Context: an optimization exercise on an open-source flow, tuned for small area and a short achievable clock period. The choices shown serve that exercise and are no tape-out recipe.
At most, simulation tests tie the RTL to the original design; equivalence was not proved.
Power figures rest on the tool's default switching activity, not on a simulated workload.

==> module softmax, before the edit <==
module softmax (clk, out, in, lut_wr, execute, fetch, reset, mode);
parameter bw  = 8;
parameter col = 8;
input mode;
input  [col*bw-1:0] in;
input  clk;
input  execute;
input  [1:0] lut_wr;
input  reset, fetch;
output [col*bw-1:0] out;
reg  [63:0]  in_q;
reg  [1:0]   wr_q;
reg          mode_q, exe_q;
reg  [127:0] hi_t;
reg  [127:0] lo_t;
reg  [511:0] fq;           
reg  [13:0]  sum_q;
reg  [63:0]  out_q;
reg  [3:0]   cnt;          
reg  [2:0]   fcnt;         
reg          div_start;
reg  [111:0] rem_q;
reg  [47:0]  quo_q;
reg push_q, sen_q, sclr_q, oen_q;
reg busy_a, busy_na, busy_b, busy_nb;
reg dsel_a, dsel_na;
wire m0 = ~mode_q;
wire m1 = mode_q;
wire push_n = (m0 & exe_q & (cnt == 4'd0)) |
              (m1 & (cnt >= 4'd1) & (cnt <= 4'd8)) |
              (m1 & fetch & (fcnt == 3'd0));
wire sen_n  = (m0 & exe_q & (cnt == 4'd1)) |
              (m1 & (cnt >= 4'd2) & (cnt <= 4'd9));
wire sclr_n = (m0 & exe_q & (cnt == 4'd1)) |
              (m1 & (cnt == 4'd2));
wire busy_n = (m0 & exe_q & ((cnt == 4'd3) | (cnt == 4'd4) | (cnt == 4'd0))) |
              (m1 & fetch & (fcnt <= 3'd2));
wire oen_n  = (m0 & exe_q & div_start & (cnt == 4'd0)) |
              (m1 & fetch & (fcnt == 3'd2));
wire [63:0] e_vec;
reg  [10:0] tsum;
integer k;
always @(*) begin
   tsum = 11'd0;
   for (k = 0; k < 8; k = k + 1)
      tsum = tsum + fq[8*k +: 8];
end
wire sz = (sum_q == 14'd0);
wire [111:0] rem_n;
wire [47:0]  quo_n;
wire [63:0]  res;
genvar i;
for (i = 0; i < 8; i = i + 1) begin : lane
   wire [3:0] a = in_q[8*i+7 : 8*i+4];
   wire [3:0] b = in_q[8*i+3 : 8*i];
   wire [7:0] h = hi_t[8*a +: 8];
   wire [7:0] l = lo_t[8*b +: 8];
   wire [15:0] p = h * l;
   assign e_vec[8*i +: 8] = p[15:8];
   wire        dsel = (i < 4) ? dsel_a : ~dsel_na;
   wire        busy = (i < 2) ? busy_a : (i < 4) ? ~busy_na :
                      (i < 6) ? busy_b : ~busy_nb;
   wire [7:0]  d  = dsel ? fq[448+8*i +: 8] : fq[8*i +: 8];
   wire [13:0] rs = busy ? rem_q[14*i +: 14] : {6'd0, d};
   wire [15:0] d1 = {1'b0, rs, 1'b0} - {2'b0, sum_q};
   wire        q1 = ~d1[15];
   wire [13:0] r1 = q1 ? d1[13:0] : {rs[12:0], 1'b0};
   wire [15:0] d2 = {1'b0, r1, 1'b0} - {2'b0, sum_q};
   wire        q2 = ~d2[15];
   wire [13:0] r2 = q2 ? d2[13:0] : {r1[12:0], 1'b0};
   wire        kill = ~busy & ({6'd0, d} == sum_q);
   assign rem_n[14*i +: 14] = kill ? 14'd0 : r2;
   assign quo_n[6*i +: 6]   = {quo_q[6*i +: 4], kill ? {sz, sz} : {q1, q2}};
   assign res[8*i +: 8]     = {quo_q[6*i +: 6], q1, q2};
end
assign out = out_q;
always @(posedge clk) begin
   in_q   <= in;
   wr_q   <= lut_wr;
   mode_q <= mode;
   dsel_a  <= mode;
   dsel_na <= ~mode;
   busy_b  <= busy_n;
   busy_nb <= ~busy_n;
   if (wr_q[1]) hi_t <= {hi_t[63:0], in_q};
   if (wr_q[0]) lo_t <= {lo_t[63:0], in_q};
   if (push_q) fq <= {fq[447:0], e_vec};
   if (sen_q)  sum_q <= (sclr_q ? 14'd0 : sum_q) + {3'd0, tsum};
   rem_q <= rem_n;
   quo_q <= quo_n;
   if (oen_q) out_q <= res;
end
always @(posedge clk) begin
   if (reset) begin
      exe_q     <= 1'b0;
      cnt       <= 4'd0;
      fcnt      <= 3'd0;
      div_start <= 1'b0;
      push_q    <= 1'b0;
      sen_q     <= 1'b0;
      sclr_q    <= 1'b0;
      busy_a    <= 1'b0;
      busy_na   <= 1'b1;
      oen_q     <= 1'b0;
   end
   else begin
      exe_q  <= execute;
      push_q <= push_n;
      sen_q  <= sen_n;
      sclr_q <= sclr_n;
      busy_a  <= busy_n;
      busy_na <= ~busy_n;
      oen_q  <= oen_n;
      if (m0) begin
         if (exe_q) begin
            cnt <= (cnt == 4'd4) ? 4'd0 : cnt + 4'd1;
            if (cnt == 4'd2) div_start <= 1'b1;
         end
      end
      else begin
         if (exe_q || cnt != 4'd0)
            cnt <= (cnt == 4'd12) ? 4'd0 : cnt + 4'd1;
      end
      if (!exe_q)
         div_start <= 1'b0;
      if (fetch)
         fcnt <= (fcnt == 3'd4) ? 3'd0 : fcnt + 3'd1;
      else
         fcnt <= 3'd0;
   end
end
endmodule
Settings: LEC_CHECK=0, CAP_MARGIN=20, CORE_MARGIN=2, CORE_UTILIZATION=65, CTS_CLUSTER_DIAMETER=100, CTS_CLUSTER_SIZE=24, SLEW_MARGIN=20; clock period 33.0 ns.
standard.sh (not shown) runs the stock make flow with config.mk's settings and CLKGATE_MAP_FILE= SYNTH_SCRIPT=/design/flow/synth_recipe.tcl, a recipe that flattens the netlist after the stock synthesis.
==> flow/flow/run.sh <==
#!/bin/bash
# The standard layout, with stronger port buffers than the flow's default
# choice (a delay cell), so that the output ports are driven by a plain buffer.
set -euo pipefail
export BUFFER_PORTS_ARGS="-buffer_cell sky130_fd_sc_hd__buf_4"
bash standard.sh > standard.log 2>&1
Change:
--- a/flow/design.v
+++ b/flow/design.v
@@ -210,20 +210,37 @@
       tsum = tsum + fq[8*k +: 8];
 end
 wire sz = (sum_q == 14'd0);
 wire [111:0] rem_n;
 wire [47:0]  quo_n;
 wire [63:0]  res;
-genvar i;
+genvar i, j, c;
 for (i = 0; i < 8; i = i + 1) begin : lane
    wire [3:0] a = in_q[8*i+7 : 8*i+4];
    wire [3:0] b = in_q[8*i+3 : 8*i];
    wire [7:0] h = hi_t[8*a +: 8];
    wire [7:0] l = lo_t[8*b +: 8];
-   wire [15:0] p = h * l;
-   assign e_vec[8*i +: 8] = p[15:8];
+   wire [7:0] ps [0:7];     
+   wire [7:0] pc [0:7];     
+   assign ps[0] = h & {8{l[0]}};
+   assign pc[0] = 8'd0;
+   for (j = 1; j < 8; j = j + 1) begin : row
+      for (c = 0; c < 8; c = c + 1) begin : col
+         wire x = h[c] & l[j];
+         wire y = (c < 7) ? ps[j-1][c+1] : 1'b0;
+         wire z = pc[j-1][c];
+         assign ps[j][c] = x ^ y ^ z;
+         assign pc[j][c] = (x & y) | (z & (x ^ y));
+      end
+   end
+   wire [7:0] fs, fc;
+   for (c = 0; c < 8; c = c + 1) begin : fin
+      assign fs[c] = (c < 7) ? ps[7][c+1] : 1'b0;
+      assign fc[c] = pc[7][c];
+   end
+   assign e_vec[8*i +: 8] = fs + fc;
    wire        dsel = (i < 4) ? dsel_a : ~dsel_na;
    wire        busy = (i < 2) ? busy_a : (i < 4) ? ~busy_na :
                       (i < 6) ? busy_b : ~busy_nb;
    wire [7:0]  d  = dsel ? fq[448+8*i +: 8] : fq[8*i +: 8];
    wire [13:0] rs = busy ? rem_q[14*i +: 14] : {6'd0, d};
    wire [15:0] d1 = {1'b0, rs, 1'b0} - {2'b0, sum_q};
Worst hold slack barely changes. Global-route usage climbs by 0.45 points. Count of clock-buffer cells in the layout climbs by 2. Routed wire length drops by 0.87%. Core utilization drops by 0.12 points. Cell area drops by 1.9%. Worst setup slack loses 0.19 ns. Sequential share of layout area climbs by 0.72 points. Final cell count drops by 3.0%. Power climbs by 4.3%. Die area drops by 2.0%. Combinational power climbs by 5.8%.
For the first run of this note, only the layout was checked, not whether the RTL still works.

port drivers added, routing unchanged:
No port has a modelled driver above. Below, the same layouts with a new extraction and two added sets of constraints.
Step 1, drivers: a clkbuf_16 drives clk and a buf_2 each remaining input, both assumed.
Step 2 times the ports against the registers' clock, not the clock port: input delays grow and output delays shrink by t, the midpoint of the rising clock arrivals with the driver on.
Three values: ideal ports, drivers, drivers and shift; two values: the first two.
run | shift t [ns] | setup slack, ns | worst hold slack (ns) | latest minus earliest clock arrival (ns) | worst data-port slew with drivers (ns)
the first run | 0.793 | 25.131 / 25.054 / 25.391 | 0.348 / 0.348 / 0.348 | 0.049 / 0.049 | 0.04
the second run | 0.784 | 24.939 / 24.939 / 24.939 | 0.345 / 0.345 / 0.345 | 0.037 / 0.038 | 0.06
After both steps setup and hold are still met in every run listed.
